This design comes from an exercise in tuning for small area on the open sky130 flow, not from production work. Only simulation tests tie the RTL to the original design; equivalence was not proved.

==> inputs of v33 <==
==> flow/design.v (excerpt) <==
module ai_accel
(
	rst_n,
	clk,
	addr,
	wr_en,
	accel_select,
	data_in,
	ctr,
	data_out
);
==> flow/config.mk <==
export PLATFORM = sky130hd
export DESIGN_NAME = ai_accel
export DESIGN_NICKNAME = ai_accel
export VERILOG_FILES = /design/flow/design.v
export SDC_FILE = /design/flow/constraint.sdc
export NUM_CORES = 4
export LEC_CHECK = 0
export CAP_MARGIN = 5
export CORE_MARGIN = 2
export CORE_UTILIZATION = 60
export CTS_BUF_LIST = sky130_fd_sc_hd__clkbuf_16
export CTS_CLUSTER_DIAMETER = 100
export CTS_CLUSTER_SIZE = 25
export GPL_TIMING_DRIVEN = 0
export PLACE_DENSITY = 0.7
export SETUP_SLACK_MARGIN = 0
export SLEW_MARGIN = 5
export SYNTH_HIERARCHICAL = 1
export SYNTH_MINIMUM_KEEP_SIZE = 0
export REMOVE_ABC_BUFFERS = 1
export BUFFER_PORTS_ARGS = -buffer_cell sky130_fd_sc_hd__buf_2
export CTS_ARGS = -sink_clustering_enable -repair_clock_nets -dont_use_dummy_load -sink_clustering_size 25 -sink_clustering_max_diameter 100 -buf_list sky130_fd_sc_hd__clkbuf_16
==> flow/constraint.sdc <==
create_clock -name core_clock -period 32.0 [get_ports {clk}]
set_input_delay 6.4000 -clock core_clock [delete_from_list [all_inputs] [get_ports {clk}]]
set_output_delay 6.4000 -clock core_clock [all_outputs]
set_load 0.01 [all_outputs]
standard.sh (not shown) runs the stock make flow with config.mk's settings and CLKGATE_MAP_FILE= SYNTH_SCRIPT=/design/flow/synth_recipe.tcl, a recipe that flattens the netlist after the stock synthesis.
==> flow/flow/run.sh <==
#!/bin/bash
# Standard layout (standard.sh), except: the synthesis buffers are removed at
# floorplan, ports get buf_2 buffers, and CTS inserts no dummy loads.
set -e
cat >> config.mk <<'EOF'
export REMOVE_ABC_BUFFERS = 1
export BUFFER_PORTS_ARGS = -buffer_cell sky130_fd_sc_hd__buf_2
export CTS_ARGS = -sink_clustering_enable -repair_clock_nets -dont_use_dummy_load -sink_clustering_size 25 -sink_clustering_max_diameter 100 -buf_list sky130_fd_sc_hd__clkbuf_16
EOF
bash standard.sh > standard.log 2>&1
==> v13 (differences from v33) <==
--- a/flow/design.v
+++ b/flow/design.v
@@ -22,11 +22,11 @@
 	reg go_bit;
 	reg [1:0] st;           
 	reg [31:0] data_A0, data_A1, data_A2;
 	reg [31:0] data_B0, data_B1, data_B2, data_B3;
 	reg vA0, vA1, vA2, vB0, vB1, vB2, vB3;
-	reg [7:0] res1, res2, res3, res4;
+	reg [7:0] res1, res2, res3;
 	reg go_seen;            
 	wire [3:0] fld = addr[5:2];
 	wire wr = wr_en & accel_select;
 	wire go_bit_in = wr & (fld == 4'b1000);
 	wire done_bit = st[1] & st[0];
@@ -74,11 +74,11 @@
 	end
 	wire [23:0] a0 = data_A0[23:0];
 	wire [23:0] a1 = data_A1[23:0];
 	wire [23:0] a2 = data_A2[23:0];
 	wire [3:0] s0, s1, s2;
-	wsel ws(go_bit_in, st, vA0, vA1, vA2, vB0, vB1, vB2, vB3, s0, s1, s2);
+	wsel ws(st, vA0, vA1, vA2, vB0, vB1, vB2, vB3, s0, s1, s2);
 	wire [23:0] b0 = ({24{s0[0]}} & data_B0[31:8]) | ({24{s0[1]}} & data_B0[23:0]) |
 	                 ({24{s0[2]}} & data_B1[31:8]) | ({24{s0[3]}} & data_B1[23:0]);
 	wire [23:0] b1 = ({24{s1[0]}} & data_B1[31:8]) | ({24{s1[1]}} & data_B1[23:0]) |
 	                 ({24{s1[2]}} & data_B2[31:8]) | ({24{s1[3]}} & data_B2[23:0]);
 	wire [23:0] b2 = ({24{s2[0]}} & data_B2[31:8]) | ({24{s2[1]}} & data_B2[23:0]) |
@@ -937,14 +937,13 @@
 	wire r592 = ovf586 | s468;
 	wire r593 = ovf586 | s522;
 	wire r594 = ovf586 | s585;
 	assign r = {r594, r593, r592, r591, r590, r589, r588, r587};
 	always @(posedge clk) begin
-		if (go_bit_in) res1 <= r;
-		if (st == 2'd0) res2 <= r;
-		if (st == 2'd1) res3 <= r;
-		if (st == 2'd2) res4 <= r;
+		if (st == 2'd0) res1 <= r;
+		if (st == 2'd1) res2 <= r;
+		if (st == 2'd2) res3 <= r;
 	end
 	wire sA0 = vA0 & (fld == 4'b1010);
 	wire sA1 = vA1 & (fld == 4'b1011);
 	wire sA2 = vA2 & (fld == 4'b1100);
 	wire sB0 = vB0 & (fld == 4'b1101);
@@ -956,51 +955,51 @@
 	wire s8 = (fld == 4'b1000);
 	wire s9 = (fld == 4'b1001);
 	wire s595, c595;
 	fa u595 (res1[0], res2[0], res3[0], s595, c595);
 	wire s596, c596;
-	ha u596 (res4[0], s595, s596, c596);
+	ha u596 (s595, r[0], s596, c596);
 	wire s597, c597;
 	fa u597 (res1[1], res2[1], res3[1], s597, c597);
 	wire s598, c598;
-	fa u598 (res4[1], c595, s597, s598, c598);
+	fa u598 (c595, s597, r[1], s598, c598);
 	wire s599, c599;
 	ha u599 (c596, s598, s599, c599);
 	wire s600, c600;
 	fa u600 (res1[2], res2[2], res3[2], s600, c600);
 	wire s601, c601;
-	fa u601 (res4[2], c597, s600, s601, c601);
+	fa u601 (c597, s600, r[2], s601, c601);
 	wire s602, c602;
 	fa u602 (c598, s601, c599, s602, c602);
 	wire s603, c603;
 	fa u603 (res1[3], res2[3], res3[3], s603, c603);
 	wire s604, c604;
-	fa u604 (res4[3], c600, s603, s604, c604);
+	fa u604 (c600, s603, r[3], s604, c604);
 	wire s605, c605;
 	fa u605 (c601, s604, c602, s605, c605);
 	wire s606, c606;
 	fa u606 (res1[4], res2[4], res3[4], s606, c606);
 	wire s607, c607;
-	fa u607 (res4[4], c603, s606, s607, c607);
+	fa u607 (c603, s606, r[4], s607, c607);
 	wire s608, c608;
 	fa u608 (c604, s607, c605, s608, c608);
 	wire s609, c609;
 	fa u609 (res1[5], res2[5], res3[5], s609, c609);
 	wire s610, c610;
-	fa u610 (res4[5], c606, s609, s610, c610);
+	fa u610 (c606, s609, r[5], s610, c610);
 	wire s611, c611;
 	fa u611 (c607, s610, c608, s611, c611);
 	wire s612, c612;
 	fa u612 (res1[6], res2[6], res3[6], s612, c612);
 	wire s613, c613;
-	fa u613 (res4[6], c609, s612, s613, c613);
+	fa u613 (c609, s612, r[6], s613, c613);
 	wire s614, c614;
 	fa u614 (c610, s613, c611, s614, c614);
 	wire s615, c615;
 	fa u615 (res1[7], res2[7], res3[7], s615, c615);
 	wire s616, c616;
-	fa u616 (res4[7], c612, s615, s616, c616);
+	fa u616 (c612, s615, r[7], s616, c616);
 	wire s617, c617;
 	fa u617 (c613, s616, c614, s617, c617);
 	wire s618, c618;
 	fa u618 (c615, c616, c617, s618, c618);
 	wire d619 = ~(res1[0] ^ ~s602);
@@ -1217,33 +1216,33 @@
 	wire p788 = ~(x758 & x762);
 	wire p789 = ~(x758 & x764);
 	wire p790 = ~(x760 & x762);
 	wire p791 = ~(x760 & x764);
 	wire p792 = ~(x762 & x764);
-	wire d793 = ~(res4[0] ^ ~s602);
-	wire b794 = res4[0] | ~s602;
+	wire d793 = ~(r[0] ^ ~s602);
+	wire b794 = r[0] | ~s602;
 	wire i795 = ~s605;
 	wire s796, c796;
-	fa u796 (res4[1], i795, b794, s796, c796);
+	fa u796 (r[1], i795, b794, s796, c796);
 	wire i797 = ~s608;
 	wire s798, c798;
-	fa u798 (res4[2], i797, c796, s798, c798);
+	fa u798 (r[2], i797, c796, s798, c798);
 	wire i799 = ~s611;
 	wire s800, c800;
-	fa u800 (res4[3], i799, c798, s800, c800);
+	fa u800 (r[3], i799, c798, s800, c800);
 	wire i801 = ~s614;
 	wire s802, c802;
-	fa u802 (res4[4], i801, c800, s802, c802);
+	fa u802 (r[4], i801, c800, s802, c802);
 	wire i803 = ~s617;
 	wire s804, c804;
-	fa u804 (res4[5], i803, c802, s804, c804);
+	fa u804 (r[5], i803, c802, s804, c804);
 	wire i805 = ~s618;
 	wire s806, c806;
-	fa u806 (res4[6], i805, c804, s806, c806);
+	fa u806 (r[6], i805, c804, s806, c806);
 	wire i807 = ~c618;
 	wire s808, c808;
-	fa u808 (res4[7], i807, c806, s808, c808);
+	fa u808 (r[7], i807, c806, s808, c808);
 	wire u809 = ~c808 & d793;
 	wire x810;
 	xo2 u810 (s796, u809, x810);
 	wire u811 = u809 | (~c808 & s796);
 	wire x812;
@@ -1336,11 +1335,11 @@
 	fa u874 (p768, p826, c863, s874, c874);
 	wire i875 = ~c862;
 	wire s876, c876;
 	fa u876 (i875, c864, c866, s876, c876);
 	wire s877, c877;
-	fa u877 (s872, c868, s873, s877, c877);
+	fa u877 (s872, s873, c868, s877, c877);
 	wire s878, c878;
 	fa u878 (s874, c869, s876, s878, c878);
 	wire s879, c879;
 	fa u879 (s877, c870, s878, s879, c879);
 	wire s880, c880;
@@ -1417,17 +1416,17 @@
 	wire s918, c918;
 	fa u918 (c897, s910, s912, s918, c918);
 	wire s919, c919;
 	fa u919 (c898, c899, s913, s919, c919);
 	wire s920, c920;
-	fa u920 (s915, c901, c902, s920, c920);
+	fa u920 (s915, c901, s916, s920, c920);
 	wire s921, c921;
-	fa u921 (s916, s917, s918, s921, c921);
+	fa u921 (s917, c902, s918, s921, c921);
 	wire s922, c922;
-	fa u922 (c903, s919, c904, s922, c922);
+	fa u922 (c903, s919, s920, s922, c922);
 	wire s923, c923;
-	fa u923 (s920, s921, c905, s923, c923);
+	fa u923 (c904, s921, c905, s923, c923);
 	wire s924, c924;
 	fa u924 (s922, c906, s923, s924, c924);
 	wire s925, c925;
 	ham u925 (c907, s924, s925, c925);
 	wire s926, c926;
@@ -1444,17 +1443,17 @@
 	wire s932, c932;
 	fa u932 (i931, s926, c913, s932, c932);
 	wire s933, c933;
 	fa u933 (c915, s927, s928, s933, c933);
 	wire s934, c934;
-	fa u934 (c916, c917, c918, s934, c934);
+	fa u934 (c916, c917, s929, s934, c934);
 	wire s935, c935;
-	fa u935 (s929, s930, c919, s935, c935);
+	fa u935 (c918, s930, c919, s935, c935);
 	wire s936, c936;
 	fa u936 (s932, s933, c920, s936, c936);
 	wire s937, c937;
-	fa u937 (c921, s934, s935, s937, c937);
+	fa u937 (s934, c921, s935, s937, c937);
 	wire s938, c938;
 	fa u938 (c922, s936, c923, s938, c938);
 	wire s939, c939;
 	fa u939 (s937, c924, s938, s939, c939);
 	wire s940, c940;
@@ -1848,17 +1847,16 @@
 	aoi222 u1159 (sB0, data_B0[31], sB1, data_B1[31], sB2, data_B2[31], o1159);
 	wire o1160;
 	aoi222 u1160 (sB3, data_B3[31], sc1006, s634, s8, done_bit, o1160);
 	nd3 u1161 (o1158, o1159, o1160, data_out[31]);
 endmodule
-module wsel(go, st, vA0, vA1, vA2, vB0, vB1, vB2, vB3, s0, s1, s2);
-	input go;
+module wsel(st, vA0, vA1, vA2, vB0, vB1, vB2, vB3, s0, s1, s2);
 	input [1:0] st;
 	input vA0, vA1, vA2, vB0, vB1, vB2, vB3;
 	output [3:0] s0, s1, s2;
-	wire x = ~go & (st != 2'd0);
-	wire y = ~go & ~(st == 2'd1);
+	wire x = st[1];
+	wire y = st[0];
 	assign s0 = {x & y & vB1, x & ~y & vB1, ~x & y & vB0, ~x & ~y & vB0} & {4{vA0}};
 	assign s1 = {x & y & vB2, x & ~y & vB2, ~x & y & vB1, ~x & ~y & vB1} & {4{vA1}};
 	assign s2 = {x & y & vB3, x & ~y & vB3, ~x & y & vB2, ~x & ~y & vB2} & {4{vA2}};
 endmodule
 module aoi222(a1, b1, a2, b2, a3, b3, y);
==> flow/flow/run.sh (replaced) <==
#!/bin/bash
# Standard layout (standard.sh), except: the synthesis buffers are removed at
# floorplan, ports get buf_1 buffers, and CTS inserts no dummy loads.
set -e
cat >> config.mk <<'EOF'
export REMOVE_ABC_BUFFERS = 1
export BUFFER_PORTS_ARGS = -buffer_cell sky130_fd_sc_hd__buf_1
export CTS_ARGS = -sink_clustering_enable -repair_clock_nets -dont_use_dummy_load -sink_clustering_size 16 -sink_clustering_max_diameter 80 -buf_list sky130_fd_sc_hd__clkbuf_8
EOF
bash standard.sh > standard.log 2>&1
==> flow/config.mk (replaced) <==
export PLATFORM = sky130hd
export DESIGN_NAME = ai_accel
export DESIGN_NICKNAME = ai_accel
export VERILOG_FILES = /design/flow/design.v
export SDC_FILE = /design/flow/constraint.sdc
export NUM_CORES = 4
export LEC_CHECK = 0
export CAP_MARGIN = 5
export CORE_MARGIN = 2
export CORE_UTILIZATION = 60
export CTS_BUF_LIST = sky130_fd_sc_hd__clkbuf_8
export CTS_CLUSTER_DIAMETER = 80
export CTS_CLUSTER_SIZE = 16
export GPL_TIMING_DRIVEN = 0
export PLACE_DENSITY = 0.7
export SETUP_SLACK_MARGIN = 0
export SLEW_MARGIN = 5
export SYNTH_HIERARCHICAL = 1
export SYNTH_MINIMUM_KEEP_SIZE = 0
export REMOVE_ABC_BUFFERS = 1
export BUFFER_PORTS_ARGS = -buffer_cell sky130_fd_sc_hd__buf_1
export CTS_ARGS = -sink_clustering_enable -repair_clock_nets -dont_use_dummy_load -sink_clustering_size 16 -sink_clustering_max_diameter 80 -buf_list sky130_fd_sc_hd__clkbuf_8
==> v19 (differences from v33) <==
--- a/flow/design.v
+++ b/flow/design.v
@@ -22,11 +22,11 @@
 	reg go_bit;
 	reg [1:0] st;           
 	reg [31:0] data_A0, data_A1, data_A2;
 	reg [31:0] data_B0, data_B1, data_B2, data_B3;
 	reg vA0, vA1, vA2, vB0, vB1, vB2, vB3;
-	reg [7:0] res1, res2, res3, res4;
+	reg [7:0] res1, res2, res3;
 	reg go_seen;            
 	wire [3:0] fld = addr[5:2];
 	wire wr = wr_en & accel_select;
 	wire go_bit_in = wr & (fld == 4'b1000);
 	wire done_bit = st[1] & st[0];
@@ -74,11 +74,11 @@
 	end
 	wire [23:0] a0 = data_A0[23:0];
 	wire [23:0] a1 = data_A1[23:0];
 	wire [23:0] a2 = data_A2[23:0];
 	wire [3:0] s0, s1, s2;
-	wsel ws(go_bit_in, st, vA0, vA1, vA2, vB0, vB1, vB2, vB3, s0, s1, s2);
+	wsel ws(st, vA0, vA1, vA2, vB0, vB1, vB2, vB3, s0, s1, s2);
 	wire [23:0] b0 = ({24{s0[0]}} & data_B0[31:8]) | ({24{s0[1]}} & data_B0[23:0]) |
 	                 ({24{s0[2]}} & data_B1[31:8]) | ({24{s0[3]}} & data_B1[23:0]);
 	wire [23:0] b1 = ({24{s1[0]}} & data_B1[31:8]) | ({24{s1[1]}} & data_B1[23:0]) |
 	                 ({24{s1[2]}} & data_B2[31:8]) | ({24{s1[3]}} & data_B2[23:0]);
 	wire [23:0] b2 = ({24{s2[0]}} & data_B2[31:8]) | ({24{s2[1]}} & data_B2[23:0]) |
@@ -937,14 +937,13 @@
 	wire r592 = ovf586 | s468;
 	wire r593 = ovf586 | s522;
 	wire r594 = ovf586 | s585;
 	assign r = {r594, r593, r592, r591, r590, r589, r588, r587};
 	always @(posedge clk) begin
-		if (go_bit_in) res1 <= r;
-		if (st == 2'd0) res2 <= r;
-		if (st == 2'd1) res3 <= r;
-		if (st == 2'd2) res4 <= r;
+		if (st == 2'd0) res1 <= r;
+		if (st == 2'd1) res2 <= r;
+		if (st == 2'd2) res3 <= r;
 	end
 	wire sA0 = vA0 & (fld == 4'b1010);
 	wire sA1 = vA1 & (fld == 4'b1011);
 	wire sA2 = vA2 & (fld == 4'b1100);
 	wire sB0 = vB0 & (fld == 4'b1101);
@@ -956,51 +955,51 @@
 	wire s8 = (fld == 4'b1000);
 	wire s9 = (fld == 4'b1001);
 	wire s595, c595;
 	fa u595 (res1[0], res2[0], res3[0], s595, c595);
 	wire s596, c596;
-	ha u596 (res4[0], s595, s596, c596);
+	ha u596 (s595, r[0], s596, c596);
 	wire s597, c597;
 	fa u597 (res1[1], res2[1], res3[1], s597, c597);
 	wire s598, c598;
-	fa u598 (res4[1], c595, s597, s598, c598);
+	fa u598 (c595, s597, r[1], s598, c598);
 	wire s599, c599;
 	ha u599 (c596, s598, s599, c599);
 	wire s600, c600;
 	fa u600 (res1[2], res2[2], res3[2], s600, c600);
 	wire s601, c601;
-	fa u601 (res4[2], c597, s600, s601, c601);
+	fa u601 (c597, s600, r[2], s601, c601);
 	wire s602, c602;
 	fa u602 (c598, s601, c599, s602, c602);
 	wire s603, c603;
 	fa u603 (res1[3], res2[3], res3[3], s603, c603);
 	wire s604, c604;
-	fa u604 (res4[3], c600, s603, s604, c604);
+	fa u604 (c600, s603, r[3], s604, c604);
 	wire s605, c605;
 	fa u605 (c601, s604, c602, s605, c605);
 	wire s606, c606;
 	fa u606 (res1[4], res2[4], res3[4], s606, c606);
 	wire s607, c607;
-	fa u607 (res4[4], c603, s606, s607, c607);
+	fa u607 (c603, s606, r[4], s607, c607);
 	wire s608, c608;
 	fa u608 (c604, s607, c605, s608, c608);
 	wire s609, c609;
 	fa u609 (res1[5], res2[5], res3[5], s609, c609);
 	wire s610, c610;
-	fa u610 (res4[5], c606, s609, s610, c610);
+	fa u610 (c606, s609, r[5], s610, c610);
 	wire s611, c611;
 	fa u611 (c607, s610, c608, s611, c611);
 	wire s612, c612;
 	fa u612 (res1[6], res2[6], res3[6], s612, c612);
 	wire s613, c613;
-	fa u613 (res4[6], c609, s612, s613, c613);
+	fa u613 (c609, s612, r[6], s613, c613);
 	wire s614, c614;
 	fa u614 (c610, s613, c611, s614, c614);
 	wire s615, c615;
 	fa u615 (res1[7], res2[7], res3[7], s615, c615);
 	wire s616, c616;
-	fa u616 (res4[7], c612, s615, s616, c616);
+	fa u616 (c612, s615, r[7], s616, c616);
 	wire s617, c617;
 	fa u617 (c613, s616, c614, s617, c617);
 	wire s618, c618;
 	fa u618 (c615, c616, c617, s618, c618);
 	wire d619 = ~(res1[0] ^ ~s602);
@@ -1217,33 +1216,33 @@
 	wire p788 = ~(x758 & x762);
 	wire p789 = ~(x758 & x764);
 	wire p790 = ~(x760 & x762);
 	wire p791 = ~(x760 & x764);
 	wire p792 = ~(x762 & x764);
-	wire d793 = ~(res4[0] ^ ~s602);
-	wire b794 = res4[0] | ~s602;
+	wire d793 = ~(r[0] ^ ~s602);
+	wire b794 = r[0] | ~s602;
 	wire i795 = ~s605;
 	wire s796, c796;
-	fa u796 (res4[1], i795, b794, s796, c796);
+	fa u796 (r[1], i795, b794, s796, c796);
 	wire i797 = ~s608;
 	wire s798, c798;
-	fa u798 (res4[2], i797, c796, s798, c798);
+	fa u798 (r[2], i797, c796, s798, c798);
 	wire i799 = ~s611;
 	wire s800, c800;
-	fa u800 (res4[3], i799, c798, s800, c800);
+	fa u800 (r[3], i799, c798, s800, c800);
 	wire i801 = ~s614;
 	wire s802, c802;
-	fa u802 (res4[4], i801, c800, s802, c802);
+	fa u802 (r[4], i801, c800, s802, c802);
 	wire i803 = ~s617;
 	wire s804, c804;
-	fa u804 (res4[5], i803, c802, s804, c804);
+	fa u804 (r[5], i803, c802, s804, c804);
 	wire i805 = ~s618;
 	wire s806, c806;
-	fa u806 (res4[6], i805, c804, s806, c806);
+	fa u806 (r[6], i805, c804, s806, c806);
 	wire i807 = ~c618;
 	wire s808, c808;
-	fa u808 (res4[7], i807, c806, s808, c808);
+	fa u808 (r[7], i807, c806, s808, c808);
 	wire u809 = ~c808 & d793;
 	wire x810;
 	xo2 u810 (s796, u809, x810);
 	wire u811 = u809 | (~c808 & s796);
 	wire x812;
@@ -1336,11 +1335,11 @@
 	fa u874 (p768, p826, c863, s874, c874);
 	wire i875 = ~c862;
 	wire s876, c876;
 	fa u876 (i875, c864, c866, s876, c876);
 	wire s877, c877;
-	fa u877 (s872, c868, s873, s877, c877);
+	fa u877 (s872, s873, c868, s877, c877);
 	wire s878, c878;
 	fa u878 (s874, c869, s876, s878, c878);
 	wire s879, c879;
 	fa u879 (s877, c870, s878, s879, c879);
 	wire s880, c880;
@@ -1417,17 +1416,17 @@
 	wire s918, c918;
 	fa u918 (c897, s910, s912, s918, c918);
 	wire s919, c919;
 	fa u919 (c898, c899, s913, s919, c919);
 	wire s920, c920;
-	fa u920 (s915, c901, c902, s920, c920);
+	fa u920 (s915, c901, s916, s920, c920);
 	wire s921, c921;
-	fa u921 (s916, s917, s918, s921, c921);
+	fa u921 (s917, c902, s918, s921, c921);
 	wire s922, c922;
-	fa u922 (c903, s919, c904, s922, c922);
+	fa u922 (c903, s919, s920, s922, c922);
 	wire s923, c923;
-	fa u923 (s920, s921, c905, s923, c923);
+	fa u923 (c904, s921, c905, s923, c923);
 	wire s924, c924;
 	fa u924 (s922, c906, s923, s924, c924);
 	wire s925, c925;
 	ham u925 (c907, s924, s925, c925);
 	wire s926, c926;
@@ -1444,17 +1443,17 @@
 	wire s932, c932;
 	fa u932 (i931, s926, c913, s932, c932);
 	wire s933, c933;
 	fa u933 (c915, s927, s928, s933, c933);
 	wire s934, c934;
-	fa u934 (c916, c917, c918, s934, c934);
+	fa u934 (c916, c917, s929, s934, c934);
 	wire s935, c935;
-	fa u935 (s929, s930, c919, s935, c935);
+	fa u935 (c918, s930, c919, s935, c935);
 	wire s936, c936;
 	fa u936 (s932, s933, c920, s936, c936);
 	wire s937, c937;
-	fa u937 (c921, s934, s935, s937, c937);
+	fa u937 (s934, c921, s935, s937, c937);
 	wire s938, c938;
 	fa u938 (c922, s936, c923, s938, c938);
 	wire s939, c939;
 	fa u939 (s937, c924, s938, s939, c939);
 	wire s940, c940;
@@ -1848,17 +1847,16 @@
 	aoi222 u1159 (sB0, data_B0[31], sB1, data_B1[31], sB2, data_B2[31], o1159);
 	wire o1160;
 	aoi222 u1160 (sB3, data_B3[31], sc1006, s634, s8, done_bit, o1160);
 	nd3 u1161 (o1158, o1159, o1160, data_out[31]);
 endmodule
-module wsel(go, st, vA0, vA1, vA2, vB0, vB1, vB2, vB3, s0, s1, s2);
-	input go;
+module wsel(st, vA0, vA1, vA2, vB0, vB1, vB2, vB3, s0, s1, s2);
 	input [1:0] st;
 	input vA0, vA1, vA2, vB0, vB1, vB2, vB3;
 	output [3:0] s0, s1, s2;
-	wire x = ~go & (st != 2'd0);
-	wire y = ~go & ~(st == 2'd1);
+	wire x = st[1];
+	wire y = st[0];
 	assign s0 = {x & y & vB1, x & ~y & vB1, ~x & y & vB0, ~x & ~y & vB0} & {4{vA0}};
 	assign s1 = {x & y & vB2, x & ~y & vB2, ~x & y & vB1, ~x & ~y & vB1} & {4{vA1}};
 	assign s2 = {x & y & vB3, x & ~y & vB3, ~x & y & vB2, ~x & ~y & vB2} & {4{vA2}};
 endmodule
 module aoi222(a1, b1, a2, b2, a3, b3, y);
==> flow/config.mk (replaced) <==
export PLATFORM = sky130hd
export DESIGN_NAME = ai_accel
export DESIGN_NICKNAME = ai_accel
export VERILOG_FILES = /design/flow/design.v
export SDC_FILE = /design/flow/constraint.sdc
export NUM_CORES = 4
export LEC_CHECK = 0
export CAP_MARGIN = 20
export CORE_MARGIN = 2
export CORE_UTILIZATION = 60
export CTS_BUF_LIST = sky130_fd_sc_hd__clkbuf_16
export CTS_CLUSTER_DIAMETER = 100
export CTS_CLUSTER_SIZE = 25
export GPL_TIMING_DRIVEN = 0
export PLACE_DENSITY = 0.7
export SETUP_SLACK_MARGIN = 0
export SLEW_MARGIN = 20
export SYNTH_HIERARCHICAL = 1
export SYNTH_MINIMUM_KEEP_SIZE = 0
export REMOVE_ABC_BUFFERS = 1
export BUFFER_PORTS_ARGS = -buffer_cell sky130_fd_sc_hd__buf_2
export CTS_ARGS = -sink_clustering_enable -repair_clock_nets -dont_use_dummy_load -sink_clustering_size 25 -sink_clustering_max_diameter 100 -buf_list sky130_fd_sc_hd__clkbuf_16
==> results_dict.tcl <==
set metrics [dict create \
    met2_usage_pct 64.7 \
    final_cell_mix "nand2_1, fa_1, edfxtp_1" \
    final-clk-cell-share_pct 1.19 \
    crit_path_top_delay_cell "and4bb_2" \
    cts_buffers 21 \
    cts_sinks 259 \
    cpPeakStageDelay_ns 0.96 \
    worst-path-buf-inv 6 \
    status "timing/DRC/antenna clean" \
]
The numbers above come from v13.

==> results_dict.tcl <==
set metrics [dict create \
    crit_path_top_delay_cell "a222oi_1" \
    final_cell_mix "nand2_1, fa_1, edfxtp_1" \
    status "timing/DRC/antenna clean" \
    cts_buffers 14 \
    grt_use_met1_pct 64.7 \
    r2r_cells 21 \
    cpPeakStageDelay_ns 0.89 \
    met2_usage_pct 65.1 \
    cts_sinks 259 \
    final-clk-cell-share_pct 1.42 \
]
The numbers above come from v19.

==> results_dict.tcl <==
set metrics [dict create \
    status "timing/DRC/antenna clean" \
    cts_sinks 267 \
    final-clk-cell-share_pct 1.41 \
    final_cell_mix "nand2_1, fa_1, edfxtp_1" \
    crit_path_top_delay_cell "xor2_1" \
    met2_usage_pct 61.7 \
    cts_buffers 14 \
    post_cts_buffers 0 \
    cpPeakStageDelay_ns 0.86 \
    worst-path-buf-inv 5 \
]
The numbers above come from v33.

## afterwards: timing with drivers on the ports
In the flow no input, the clock included, has a driving cell. The finished layouts below were timed again as built, in two steps. Step 1 (the two cells are an assumption about what drives the block):
set clk [get_ports {clk}]
set_driving_cell -lib_cell sky130_fd_sc_hd__clkbuf_16 $clk
set_driving_cell -lib_cell sky130_fd_sc_hd__buf_2 [delete_from_list [all_inputs] $clk]
Step 2 moves the port delays by t, midway between the first and last clock arrival at a register: inputs arrive t later, outputs are due t later. That takes back most of the time a late clock gives input paths. Three values: ideal, step 1, step 2; two values: the first two.
run | t, ns | setup WS [ns] | latest minus earliest clock arrival (ns)
v33 | 0.547 | 9.370 / 9.318 / 9.865 | 0.024 / 0.024
v13 | 0.603 | 0.600 / 0.553 / 1.156 | 0.096 / 0.096
v19 | 0.530 | 0.519 / 0.472 / 1.001 | 0.045 / 0.045
After both steps setup and hold are still met in every run listed.
